What follows belongs to an exercise in optimizing a design on an open flow for small area; a production flow would make more cautious choices. RTL that was checked went through simulation tests only; none was proved equivalent to the original. Power is estimated from default activity; no workload was simulated.

==> delta: inputs <==
==> flow/design.v (excerpt) <==
module Uart (clk, reset, rx, tx);
    input  wire clk, reset;
    input  wire rx;
    output wire tx;
    reg  [10:0] rc;
    wire        r_idle = (rc[10:1] == 10'd1);
    wire        r_done = r_idle & ~rc[0];
    always @(posedge clk or posedge reset) begin
        if (reset)       rc <= 11'd3;
        else if (r_idle) rc <= rx ? 11'd3 : 11'd834;
        else             rc <= rc + 11'd1;
    end
    reg rbit;
    always @(posedge clk)
        if (rc[6:0] == 7'd0) rbit <= rx;
    reg  [3:0] tp;
    reg  [6:0] tq;
    reg        txr;
    reg        pf;
    wire       empty, full;
    wire       t_idle = (tp == 4'd9);
    wire       q_end  = (tq == 7'd96);
    wire       t_rd   = (tp == 4'd15) & (tq == 7'd1);
    always @(posedge clk or posedge reset) begin
        if (reset) begin
            tp  <= 4'd9;
            txr <= 1'b1;
        end else if (t_idle) begin
            if (~empty) tp <= 4'd15;
        end else if (q_end) begin
            tp  <= tp + 4'd1;
            txr <= (tp == 4'd15) ? 1'b0 : (tp == 4'd8) ? 1'b1 : pf;
        end
    end
    always @(posedge clk)
        tq <= (t_idle | q_end) ? 7'd1 : {tq[5:0], tq[6] ^ tq[5]};
    assign tx = txr;
    reg [4:0] wpos, tpos;
    wire [4:0] wstep = {wpos[3:0], ~(wpos[4] ^ (wpos[0] & wpos[1]))};
    wire [4:0] tstep = {tpos[3:0], ~(tpos[4] ^ (tpos[0] & tpos[1]))};
    assign full  = (wpos == tpos);
    assign empty = (wstep == tpos);
    always @(posedge clk or posedge reset) begin
        if (reset) begin
            wpos <= 5'd2;
            tpos <= 5'd5;
        end else begin
            if (~(r_done & ~full)) wpos <= wstep;
            if (~t_rd)             tpos <= tstep;
        end
    end
    wire wr_ok = (wpos == 5'd2) & rc[10] & ~(full & (tp <= {1'b0, rc[9:7]}));
    wire [7:0] tail;
    genvar k;
    generate
        for (k = 0; k < 8; k = k + 1) begin : g_ring
            reg [16:0] r;
            wire we = wr_ok & (rc[9:7] == k);
            always @(posedge clk)
  ...
==> module Uart, before the edit <==
module Uart (clk, reset, rx, tx);
    input  wire clk, reset;
    input  wire rx;
    output wire tx;
    reg  [10:0] rc;
    wire        r_idle = (rc[10:1] == 10'd1);
    wire        r_done = r_idle & ~rc[0];
    always @(posedge clk or posedge reset) begin
        if (reset)       rc <= 11'd3;
        else if (r_idle) rc <= rx ? 11'd3 : 11'd834;
        else             rc <= rc + 11'd1;
    end
    reg rbit;
    always @(posedge clk)
        if (rc[6:0] == 7'd0) rbit <= rx;
    reg  [3:0] tp;
    reg  [6:0] tq;
    reg        txr;
    reg        pf;
    wire       empty, full;
    wire       t_idle = (tp == 4'd9);
    wire       q_end  = (tq == 7'd96);
    wire       t_rd   = (tp == 4'd15) & (tq == 7'd1);
    always @(posedge clk or posedge reset) begin
        if (reset) begin
            tp  <= 4'd9;
            txr <= 1'b1;
        end else if (t_idle) begin
            if (~empty) tp <= 4'd15;
        end else if (q_end) begin
            tp  <= tp + 4'd1;
            txr <= (tp == 4'd15) ? 1'b0 : (tp == 4'd8) ? 1'b1 : pf;
        end
    end
    always @(posedge clk)
        tq <= (t_idle | q_end) ? 7'd1 : {tq[5:0], tq[6] ^ tq[5]};
    assign tx = txr;
    reg [4:0] wpos, tpos;
    wire [4:0] wstep = {wpos[3:0], ~(wpos[4] ^ (wpos[0] & wpos[1]))};
    wire [4:0] tstep = {tpos[3:0], ~(tpos[4] ^ (tpos[0] & tpos[1]))};
    assign full  = (wpos == tpos);
    assign empty = (wstep == tpos);
    always @(posedge clk or posedge reset) begin
        if (reset) begin
            wpos <= 5'd2;
            tpos <= 5'd5;
        end else begin
            if (~(r_done & ~full)) wpos <= wstep;
            if (~t_rd)             tpos <= tstep;
        end
    end
    wire wr_ok = (wpos == 5'd2) & rc[10] & ~(full & (tp <= {1'b0, rc[9:7]}));
    wire [7:0] tail;
    genvar k;
    generate
        for (k = 0; k < 8; k = k + 1) begin : g_ring
            reg [16:0] r;
            wire we = wr_ok & (rc[9:7] == k);
            always @(posedge clk)
                r <= {r[15:0], we ? rbit : r[16]};
            assign tail[k] = r[16];
        end
    endgenerate
    always @(posedge clk)
        if (tpos == 5'd2) pf <= tail[tp[2:0]];
endmodule
clock: 8.0 ns
lec_check: 0
cap_margin: 20
core_margin: 2
core_utilization: 70
slew_margin: 20
standard.sh (not shown) runs the stock make flow with config.mk's settings and CLKGATE_MAP_FILE= SYNTH_SCRIPT=/design/flow/synth_recipe.tcl, a recipe that flattens the netlist after the stock synthesis.
==> flow/flow/run.sh <==
#!/bin/bash
set -e
export CTS_ARGS="-sink_clustering_enable -repair_clock_nets -dont_use_dummy_load -buf_list sky130_fd_sc_hd__clkbuf_16 -sink_clustering_size 40 -sink_clustering_max_diameter 150 -sink_buffer_max_cap_derate 1.0"
bash standard.sh > standard.log 2>&1
==> fjord: changes against delta <==
--- a/flow/design.v
+++ b/flow/design.v
@@ -20,6 +20,6 @@
     wire       empty, full;
     wire       t_idle = (tp == 4'd9);
-    wire       q_end  = (tq == 7'd96);
-    wire       t_rd   = (tp == 4'd15) & (tq == 7'd1);
+    wire       q_end  = (tq == 7'd125);
+    wire       t_rd   = (tp == 4'd15) & (tq == 7'd0);
     always @(posedge clk or posedge reset) begin
         if (reset) begin
@@ -34,21 +34,25 @@
     end
     always @(posedge clk)
-        tq <= (t_idle | q_end) ? 7'd1 : {tq[5:0], tq[6] ^ tq[5]};
+        tq <= (t_idle | q_end) ? 7'd0 : tq + 7'd1;
     assign tx = txr;
     reg [4:0] wpos, tpos;
-    wire [4:0] wstep = {wpos[3:0], ~(wpos[4] ^ (wpos[0] & wpos[1]))};
-    wire [4:0] tstep = {tpos[3:0], ~(tpos[4] ^ (tpos[0] & tpos[1]))};
+    function [4:0] dec17(input [4:0] x);
+        dec17 = (x == 5'd0) ? 5'd16 : x - 5'd1;
+    endfunction
+    function [4:0] inc17(input [4:0] x);
+        inc17 = (x == 5'd16) ? 5'd0 : x + 5'd1;
+    endfunction
     assign full  = (wpos == tpos);
-    assign empty = (wstep == tpos);
+    assign empty = (wpos == inc17(tpos));
     always @(posedge clk or posedge reset) begin
         if (reset) begin
-            wpos <= 5'd2;
-            tpos <= 5'd5;
+            wpos <= 5'd0;
+            tpos <= 5'd16;
         end else begin
-            if (~(r_done & ~full)) wpos <= wstep;
-            if (~t_rd)             tpos <= tstep;
+            if (~(r_done & ~full)) wpos <= dec17(wpos);
+            if (~t_rd)             tpos <= dec17(tpos);
         end
     end
-    wire wr_ok = (wpos == 5'd2) & rc[10] & ~(full & (tp <= {1'b0, rc[9:7]}));
+    wire wr_ok = (wpos == 5'd0) & rc[10] & ~(full & (tp <= {1'b0, rc[9:7]}));
     wire [7:0] tail;
     genvar k;
@@ -63,4 +67,4 @@
     endgenerate
     always @(posedge clk)
-        if (tpos == 5'd2) pf <= tail[tp[2:0]];
+        if (tpos == 5'd0) pf <= tail[tp[2:0]];
 endmodule
==> flow/run.sh (new file) <==
#!/bin/bash
# synth_recipe.tcl (not shown) runs the flow's synth.tcl, then flattens the netlist and writes it again
# the make line also repeats each setting of config.mk as NAME=value (left out here)
make -C /OpenROAD-flow-scripts/flow DESIGN_CONFIG=/design/flow/config.mk WORK_HOME=/design/flow/orfs CLKGATE_MAP_FILE= SYNTH_SCRIPT=/design/flow/synth_recipe.tcl finish
Settings changed: CORE_UTILIZATION 70 to 40.
removed: flow/flow/run.sh
removed: flow/standard.sh
==> notes.md <==
- Area growth, synth to finish: 15.6%
- # Taps: 172
- Multi-input combinational area share: 0.236
- Fin cells: just under 600
- Overall power: between 1500 and 2000 uW
- Simple-Gate Fraction of Synth Area: 0.104
- Setup ws final: approximately 5 ns
- Worst endpoint data arrival time: 1.47 ns
- Syn Std Cell Area: 5060 um^2
- Dpl hpwl: 4550 um
- Clock network fraction of design power: 0.478
- Core box area: 12,500 um^2
- Crit path largest cell delay: around 0.54 ns
- Commonest non-fill, non-tap cells in the layout: 143 x dfxtp_1, 21 x nand2_1, 20 x dfrtp_1
- Outcome: complete, no violations
- Commonest cells post-synth: 143 x dfxtp_1, 21 x nand2_1, 20 x dfrtp_1
- Worst Max-Slew Pin Slew: around 1.0 ns
- Fillers: 1,092
Source of the figures above: fjord

==> notes.md <==
- Outcome: complete, no violations
- Crit path largest cell delay: between 0.5 and 0.6 ns
- Multi-input combinational area share: 0.205
- Wire per inst: 18.1 um
- Dpl hpwl: 4070 um
- Simple-Gate Fraction of Synth Area: 0.0713
- Setup ws final: 4.97 ns
- Area growth, synth to finish: 10.8%
- Clock network fraction of design power: 0.423
- Overall power: 1490 uW
- Commonest non-fill, non-tap cells in the layout: 143 x dfxtp_1, 18 x dfrtp_1, 17 x clkbuf_16
- Syn Std Cell Area: 4740 um^2
- Fillers: 311
- Worst endpoint data arrival time: 1.43 ns
- Worst Max-Slew Pin Slew: 0.886 ns
- Core box area: 6460 um^2
Source of the figures above: delta

Only the layout flow was run in delta; the RTL was not checked for function there.

## re-timing with driven ports
The results above use ideal ports. As a check the final layouts listed here were re-extracted and re-timed, cells and wires unchanged. Step 1 assumes that a clkbuf_16 drives the clock port and a buf_2 every other input. Step 2 times the ports against the registers' clock, not the clock port: input delays grow and output delays shrink by t, the midpoint of the rising clock arrivals with the driver on. Slacks: ideal ports / drivers / drivers and shift; pairs: ideal ports / drivers.
| run | t, ns | slack for setup (ns) | clock arrival spread, ns | worst slew at a driven data input, ns |
|---|---|---|---|---|
| delta | 0.434 | 4.968 / 4.931 / 5.365 | 0.027 / 0.026 | 0.03 |
| fjord | 0.448 | 4.925 / 4.887 / 5.335 | 0.010 / 0.010 | 0.03 |
After both steps every run listed still meets setup and hold.
